This design comes from an exercise in tuning for small area, a short achievable clock period and few clock cycles per item on the open sky130 flow, not from production work.
The RTL was checked by simulation tests, not by an equivalence proof against the original design.

==> run M <==
## PixelSolver
module PixelSolver (
  input               io_cmd_valid,
  output              io_cmd_ready,
  input      [27:0]   io_cmd_payload_x,
  input      [27:0]   io_cmd_payload_y,
  output              io_rsp_valid,
  input               io_rsp_ready,
  output     [5:0]    io_rsp_payload_iteration,
  input               clk,
  input               reset
);
clock: 12.0 ns
lec_check: 0
cap_margin: 20
core_margin: 2
core_utilization: 40
slew_margin: 20
standard.sh (not shown) runs the stock make flow with config.mk's settings and CLKGATE_MAP_FILE= SYNTH_SCRIPT=/design/flow/synth_recipe.tcl, a recipe that flattens the netlist after the stock synthesis.
==> flow/flow/run.sh <==
#!/bin/bash
set -euo pipefail
RES="$PWD/orfs/results/sky130hd/PixelSolver/base"
bash standard.sh synth > standard_synth.log 2>&1
cp "$RES/1_2_yosys.v" "$RES/1_2_yosys.std.v"
python3 flow/polarity.py "$RES/1_2_yosys.std.v" "$RES/1_2_yosys.pol.v" > polarity.log 2>&1
sleep 1
cp "$RES/1_2_yosys.pol.v" "$RES/1_2_yosys.v"
touch "$RES/1_2_yosys.v"
bash standard.sh SETUP_SLACK_MARGIN=7 finish > standard_flow.log 2>&1
==> flow/flow/polarity.py <==
#!/usr/bin/env python3
"""Remove inverters around full adders in a Yosys gate netlist.

A full adder is self-dual: FA(~a, ~b, ~c) = ~FA(a, b, c) for both SUM and
COUT. Every sky130 fa cell may therefore be "flipped": its inputs are fed
the complements and its outputs then carry the complements. This script
collapses the netlist's inverters into (signal, phase) pairs, picks a flip
for every full adder that needs the fewest inverters (greedy passes), and
writes the netlist back with one inverter per signal that is still needed
in the opposite phase. The logic function of every register input and
output port is unchanged; no register is touched.

usage: polarity.py in.v out.v
"""
import re
import sys

OUTPINS = {'X', 'Y', 'Q', 'Q_N', 'SUM', 'COUT', 'HI', 'LO'}
INV_RE = re.compile(r'sky130_fd_sc_hd__(inv|clkinv)_\d+$')
FA_RE = re.compile(r'sky130_fd_sc_hd__fa_\d+$')
SWAP = {'sky130_fd_sc_hd__and2_1': 'sky130_fd_sc_hd__nand2_1'}
INV_AREA, SWAP_GAIN = 3.75, 2.5

src = open(sys.argv[1]).read()
m = re.search(r'\bmodule\s+(\w+)\s*\((.*?)\);', src, re.S)
mod_start = m.end()
end_idx = src.rindex('endmodule')
body = src[mod_start:end_idx]

# ports
ports = set()
for d in re.finditer(r'^\s*(input|output|inout)\s+(\[[^\]]*\]\s*)?([^;]+);', body, re.M):
    for n in d.group(3).split(','):
        ports.add(n.strip())


def net_is_port(n):
    base = n.split('[')[0].strip().lstrip('\\').strip()
    return base in ports or n.strip() in ports


cell_re = re.compile(r'(\(\*[^*]*\*\)\s*)?(sky130_fd_sc_hd__\w+)\s+(\S+)\s*\((.*?)\);', re.S)
pin_re = re.compile(r'\.(\w+)\(\s*(.*?)\s*\)\s*(?:,|$)', re.S)

cells = []   # dict(type, name, pins{pin:net}, span)
for cm in cell_re.finditer(body):
    pins = {}
    for pm in pin_re.finditer(cm.group(4)):
        pins[pm.group(1)] = pm.group(2).strip()
    cells.append({'type': cm.group(2), 'name': cm.group(3), 'pins': pins,
                  'span': (cm.start(), cm.end())})


def norm(n):
    return n.strip()


def is_const(n):
    return re.fullmatch(r"1'[bh][01]", n) is not None


driver = {}
for i, c in enumerate(cells):
    for p, n in c['pins'].items():
        if p in OUTPINS:
            driver[norm(n)] = (i, p)

# collapsible inverters: output not a port
collapse = set()
for i, c in enumerate(cells):
    if INV_RE.match(c['type']) and not net_is_port(c['pins']['Y']):
        collapse.add(i)

memo = {}


def base_of(n):
    n = norm(n)
    if n in memo:
        return memo[n]
    d = driver.get(n)
    if d is not None and d[0] in collapse:
        b, p = base_of(cells[d[0]]['pins']['A'])
        r = (b, p ^ 1)
    else:
        r = (n, 0)
    memo[n] = r
    return r


fa = [i for i, c in enumerate(cells) if FA_RE.match(c['type'])]
fa_idx = {i: k for k, i in enumerate(fa)}
flip = [0] * len(fa)

# loads: (cell index, pin, base, parity)
loads = []
loads_of_base = {}
for i, c in enumerate(cells):
    if i in collapse:
        continue
    for p, n in c['pins'].items():
        if p in OUTPINS or is_const(n):
            continue
        b, par = base_of(n)
        k = len(loads)
        loads.append((i, p, b, par))
        loads_of_base.setdefault(b, []).append(k)
# port nets driven through collapsed inverters: the port itself is a load
# (only if a port net is driven by a collapsible inverter, which we excluded)

fa_out_bases = {}
for k, i in enumerate(fa):
    outs = []
    for p in ('SUM', 'COUT'):
        n = cells[i]['pins'].get(p)
        if n is not None:
            outs.append(norm(n))
    fa_out_bases[k] = outs
base_driver_fa = {}
for k, outs in fa_out_bases.items():
    for b in outs:
        base_driver_fa[b] = k
sw = [i for i, c in enumerate(cells) if c['type'] in SWAP]
gsw = [1] * len(sw)
base_driver_sw = {}
for k, i in enumerate(sw):
    base_driver_sw[norm(cells[i]['pins']['X'])] = k


def produced(b):
    if b in base_driver_fa:
        return flip[base_driver_fa[b]]
    if b in base_driver_sw:
        return gsw[base_driver_sw[b]]
    return 0


def need(b):
    """does base b need an inverter under the current flips?"""
    prod = produced(b)
    for k in loads_of_base.get(b, ()):
        i, p, _, par = loads[k]
        f = flip[fa_idx[i]] if i in fa_idx else 0
        if par ^ f ^ prod:
            return True
    return False


def touched(k):
    i = fa[k]
    s = set(fa_out_bases[k])
    for p, n in cells[i]['pins'].items():
        if p not in OUTPINS and not is_const(n):
            s.add(base_of(n)[0])
    return s


def cost_all():
    return sum(1 for b in loads_of_base if need(b)) * INV_AREA - sum(gsw) * SWAP_GAIN


before = cost_all()
for it in range(20):
    changed = 0
    for k in range(len(fa)):
        t = touched(k)
        c0 = sum(need(b) for b in t)
        flip[k] ^= 1
        c1 = sum(need(b) for b in t)
        if c1 < c0:
            changed += 1
        else:
            flip[k] ^= 1
    for k in range(len(sw)):
        b = norm(cells[sw[k]]['pins']['X'])
        c0 = need(b) * INV_AREA - gsw[k] * SWAP_GAIN
        gsw[k] ^= 1
        c1 = need(b) * INV_AREA - gsw[k] * SWAP_GAIN
        if c1 < c0:
            changed += 1
        else:
            gsw[k] ^= 1
    if not changed:
        break
after = cost_all()
orig_inv = len(collapse)
print('inverters: %d collapsible in netlist; cost (um2) before %.0f, after %.0f; %d adders flipped, %d and2 made nand2'
      % (orig_inv, before, after, sum(flip), sum(gsw)), file=sys.stderr)

# rebuild
newinv = {}
extra_decl = []
extra_cells = []


def inv_net(b):
    if b not in newinv:
        nm = 'polinv_%d' % len(newinv)
        newinv[b] = nm
        extra_decl.append('  wire %s;' % nm)
        extra_cells.append('  sky130_fd_sc_hd__inv_1 %s_c (\n    .A(%s ),\n    .Y(%s )\n  );' % (nm, b, nm))
    return newinv[b]


newpins = {}
for k_, (i, p, b, par) in enumerate(loads):
    prod = produced(b)
    f = flip[fa_idx[i]] if i in fa_idx else 0
    r = par ^ f ^ prod
    newpins.setdefault(i, {})[p] = inv_net(b) if r else b
# constants on flipped adders
for k, i in enumerate(fa):
    if flip[k]:
        for p, n in cells[i]['pins'].items():
            if p not in OUTPINS and is_const(n):
                newpins.setdefault(i, {})[p] = "1'h1" if n.endswith('0') else "1'h0"

sw_idx = {i: k for k, i in enumerate(sw)}
out = []
pos = 0
for i, c in enumerate(cells):
    s, e = c['span']
    out.append(body[pos:s])
    pos = e
    if i in collapse:
        continue
    pins = dict(c['pins'])
    pins.update(newpins.get(i, {}))
    typ = c['type']
    if i in sw_idx and gsw[sw_idx[i]]:
        typ = SWAP[typ]
        pins = {('Y' if p == 'X' else p): n for p, n in pins.items()}
    txt = '%s %s (\n%s\n  );' % (typ, c['name'],
                                 ',\n'.join('    .%s(%s )' % (p, n) for p, n in pins.items()))
    out.append(txt)
out.append(body[pos:])
newbody = ''.join(out)
# declarations first, then cells
newsrc = src[:mod_start] + '\n' + '\n'.join(extra_decl) + newbody + '\n'.join(extra_cells) + '\n' + src[end_idx:]
open(sys.argv[2], 'w').write(newsrc)
==> run Y: changes against run M <==
--- a/flow/flow/polarity.py
+++ b/flow/flow/polarity.py
@@ -14,16 +14,14 @@
 """
 import re
 import sys
 
 OUTPINS = {'X', 'Y', 'Q', 'Q_N', 'SUM', 'COUT', 'HI', 'LO'}
 INV_RE = re.compile(r'sky130_fd_sc_hd__(inv|clkinv)_\d+$')
 FA_RE = re.compile(r'sky130_fd_sc_hd__fa_\d+$')
-SWAP = {'sky130_fd_sc_hd__and2_1': 'sky130_fd_sc_hd__nand2_1'}
-INV_AREA, SWAP_GAIN = 3.75, 2.5
 
 src = open(sys.argv[1]).read()
 m = re.search(r'\bmodule\s+(\w+)\s*\((.*?)\);', src, re.S)
 mod_start = m.end()
 end_idx = src.rindex('endmodule')
 body = src[mod_start:end_idx]
 
@@ -116,32 +114,19 @@
         if n is not None:
             outs.append(norm(n))
     fa_out_bases[k] = outs
 base_driver_fa = {}
 for k, outs in fa_out_bases.items():
     for b in outs:
         base_driver_fa[b] = k
-sw = [i for i, c in enumerate(cells) if c['type'] in SWAP]
-gsw = [1] * len(sw)
-base_driver_sw = {}
-for k, i in enumerate(sw):
-    base_driver_sw[norm(cells[i]['pins']['X'])] = k
-
-
-def produced(b):
-    if b in base_driver_fa:
-        return flip[base_driver_fa[b]]
-    if b in base_driver_sw:
-        return gsw[base_driver_sw[b]]
-    return 0
 
 
 def need(b):
     """does base b need an inverter under the current flips?"""
-    prod = produced(b)
+    prod = flip[base_driver_fa[b]] if b in base_driver_fa else 0
     for k in loads_of_base.get(b, ()):
         i, p, _, par = loads[k]
         f = flip[fa_idx[i]] if i in fa_idx else 0
         if par ^ f ^ prod:
             return True
     return False
 
@@ -152,44 +137,35 @@
     for p, n in cells[i]['pins'].items():
         if p not in OUTPINS and not is_const(n):
             s.add(base_of(n)[0])
     return s
 
 
 def cost_all():
-    return sum(1 for b in loads_of_base if need(b)) * INV_AREA - sum(gsw) * SWAP_GAIN
+    return sum(1 for b in loads_of_base if need(b))
 
 
 before = cost_all()
 for it in range(20):
     changed = 0
     for k in range(len(fa)):
         t = touched(k)
         c0 = sum(need(b) for b in t)
         flip[k] ^= 1
         c1 = sum(need(b) for b in t)
         if c1 < c0:
             changed += 1
         else:
             flip[k] ^= 1
-    for k in range(len(sw)):
-        b = norm(cells[sw[k]]['pins']['X'])
-        c0 = need(b) * INV_AREA - gsw[k] * SWAP_GAIN
-        gsw[k] ^= 1
-        c1 = need(b) * INV_AREA - gsw[k] * SWAP_GAIN
-        if c1 < c0:
-            changed += 1
-        else:
-            gsw[k] ^= 1
     if not changed:
         break
 after = cost_all()
 orig_inv = len(collapse)
-print('inverters: %d collapsible in netlist; cost (um2) before %.0f, after %.0f; %d adders flipped, %d and2 made nand2'
-      % (orig_inv, before, after, sum(flip), sum(gsw)), file=sys.stderr)
+print('inverters: %d collapsible in netlist, %d needed before flips, %d after, %d adders flipped'
+      % (orig_inv, before, after, sum(flip)), file=sys.stderr)
 
 # rebuild
 newinv = {}
 extra_decl = []
 extra_cells = []
 
 
@@ -200,41 +176,36 @@
         extra_decl.append('  wire %s;' % nm)
         extra_cells.append('  sky130_fd_sc_hd__inv_1 %s_c (\n    .A(%s ),\n    .Y(%s )\n  );' % (nm, b, nm))
     return newinv[b]
 
 
 newpins = {}
 for k_, (i, p, b, par) in enumerate(loads):
-    prod = produced(b)
+    prod = flip[base_driver_fa[b]] if b in base_driver_fa else 0
     f = flip[fa_idx[i]] if i in fa_idx else 0
     r = par ^ f ^ prod
     newpins.setdefault(i, {})[p] = inv_net(b) if r else b
 # constants on flipped adders
 for k, i in enumerate(fa):
     if flip[k]:
         for p, n in cells[i]['pins'].items():
             if p not in OUTPINS and is_const(n):
                 newpins.setdefault(i, {})[p] = "1'h1" if n.endswith('0') else "1'h0"
 
-sw_idx = {i: k for k, i in enumerate(sw)}
 out = []
 pos = 0
 for i, c in enumerate(cells):
     s, e = c['span']
     out.append(body[pos:s])
     pos = e
     if i in collapse:
         continue
     pins = dict(c['pins'])
     pins.update(newpins.get(i, {}))
-    typ = c['type']
-    if i in sw_idx and gsw[sw_idx[i]]:
-        typ = SWAP[typ]
-        pins = {('Y' if p == 'X' else p): n for p, n in pins.items()}
-    txt = '%s %s (\n%s\n  );' % (typ, c['name'],
+    txt = '%s %s (\n%s\n  );' % (c['type'], c['name'],
                                  ',\n'.join('    .%s(%s )' % (p, n) for p, n in pins.items()))
     out.append(txt)
 out.append(body[pos:])
 newbody = ''.join(out)
 # declarations first, then cells
 newsrc = src[:mod_start] + '\n' + '\n'.join(extra_decl) + newbody + '\n'.join(extra_cells) + '\n' + src[end_idx:]
 open(sys.argv[2], 'w').write(newsrc)
==> run G: changes against run M <==
--- a/flow/design.v
+++ b/flow/design.v
@@ -21,14 +21,16 @@
   reg         ins2;
   reg  [3:0]  tg2;
   reg         b_v;
   reg  [27:0] bx, by;
   reg  [15:0] rb_v;
   reg  [5:0]  rb [0:15];
   reg  [4:0]  head, tail;
+  reg         o_v;
+  reg  [5:0]  o_it;
   wire pp_1;
   wire pp_2;
   wire pp_3;
   wire pp_4;
   wire pp_5;
   wire pp_6;
   wire pp_7;
@@ -10568,36 +10570,40 @@
   wire [4:0] used = tail - head;
   wire room = ~used[4];
   wire cmd_fire = io_cmd_valid & ~b_v;
   wire take = room & (b_v | io_cmd_valid);
   wire load = ~cont & take;
   wire [27:0] lx = b_v ? bx : io_cmd_payload_x;
   wire [27:0] ly = b_v ? by : io_cmd_payload_y;
-  wire rsp_fire = rb_v[head[3:0]] & io_rsp_ready;
+  wire o_free = ~o_v | io_rsp_ready;
+  wire pop = o_free & rb_v[head[3:0]];
   assign io_cmd_ready = ~b_v;
-  assign io_rsp_valid = rb_v[head[3:0]];
-  assign io_rsp_payload_iteration = rb[head[3:0]];
+  assign io_rsp_valid = o_v;
+  assign io_rsp_payload_iteration = o_it;
   always @(posedge clk or posedge reset) begin
     if (reset) begin
       v1 <= 1'b0;
       v2 <= 1'b0;
       b_v <= 1'b0;
       rb_v <= 16'd0;
       head <= 5'd0;
+      o_v <= 1'b0;
       tail <= 5'd0;
     end else begin
       v1 <= cont | load;
       v2 <= v1;
       b_v <= b_v ? ~load : (cmd_fire & ~load);
       if (load) tail <= tail + 5'd1;
-      if (rsp_fire) head <= head + 5'd1;
-      rb_v <= (rb_v & ~({{15{1'b0}}, rsp_fire} << head[3:0])) | ({{15{1'b0}}, fin} << tg2);
+      if (pop) head <= head + 5'd1;
+      if (o_free) o_v <= rb_v[head[3:0]];
+      rb_v <= (rb_v & ~({{15{1'b0}}, pop} << head[3:0])) | ({{15{1'b0}}, fin} << tg2);
     end
   end
   always @(posedge clk) begin
+    if (pop) o_it <= rb[head[3:0]];
     if (cmd_fire) begin
       bx <= io_cmd_payload_x;
       by <= io_cmd_payload_y;
     end
     if (v2) rb[tg2] <= res;
     x <= cont ? x_new : lx;
     y <= cont ? y_new : ly;
==> flow/flow/run.sh (replaced) <==
#!/bin/bash
set -euo pipefail
RES="$PWD/orfs/results/sky130hd/PixelSolver/base"
bash standard.sh synth > standard_synth.log 2>&1
cp "$RES/1_2_yosys.v" "$RES/1_2_yosys.std.v"
python3 flow/polarity.py "$RES/1_2_yosys.std.v" "$RES/1_2_yosys.pol.v" > polarity.log 2>&1
sleep 1
cp "$RES/1_2_yosys.pol.v" "$RES/1_2_yosys.v"
touch "$RES/1_2_yosys.v"
bash standard.sh SETUP_SLACK_MARGIN=8 finish > standard_flow.log 2>&1
==> metrics.md <==
| Metric | Value |
|---|---|
| Outcome | `timing/DRC/antenna clean` |
| Hold_sp | `x02[4]` |
| Largest net degree at the start of global routing | `64` |
| CP endpoint kind | `output pin` |
| Seq cells | `650` |
| Syn_nets | `8,432` |
Source of the figures above: run M

==> metrics.md <==
| Metric | Value |
|---|---|
| Seq cells | `650` |
| CP endpoint kind | `output pin` |
| Syn_nets | `8,199` |
| Outcome | `timing/DRC/antenna clean` |
Source of the figures above: run Y

==> metrics.md <==
| Metric | Value |
|---|---|
| Hold_sp | `v1` |
| Outcome | `timing/DRC/antenna clean` |
| Largest net degree at the start of global routing | `58` |
| Syn_nets | `8,439` |
| Seq cells | `657` |
Source of the figures above: run G

Testbench counts of run M, summed over its fixed seeds: cycles 13,598, pixels 2,048.
Testbench counts of run Y, summed over its fixed seeds: cycles 13,598, pixels 2,048.
Testbench counts of run G, summed over its fixed seeds: cycles 13,606, pixels 2,048.

[re-timing with driven ports]
In the flow no input, the clock included, has a driving cell. The finished layouts below were timed again as built, in two steps.
Step 1 sets driving cells, clkbuf_16 on the clock port and buf_2 on the other inputs (assumed; they add their load-dependent delay and slew).
Step 2 also shifts input and output timing later by t, the mid clock arrival at the registers, as if the neighbouring blocks saw the same clock.
Slacks: no drivers / after step 1 / after step 2; pairs: no drivers / after step 1.
run | t, ns | setup WS [ns] | worst hold slack (ns) | worst register clock-pin slew, ns | worst slew at a driven data input, ns
run M | 0.794 | 7.004 / 6.920 / 7.080 | 0.346 / 0.346 / 0.346 | 0.07 / 0.07 | 0.07
run Y | 0.792 | 6.970 / 6.890 / 7.082 | 0.350 / 0.350 / 0.350 | 0.07 / 0.07 | 0.18
run G | 0.795 | 6.993 / 6.993 / 6.993 | 0.360 / 0.360 / 0.360 | 0.07 / 0.07 | 0.09
After both steps every run listed still meets setup and hold.
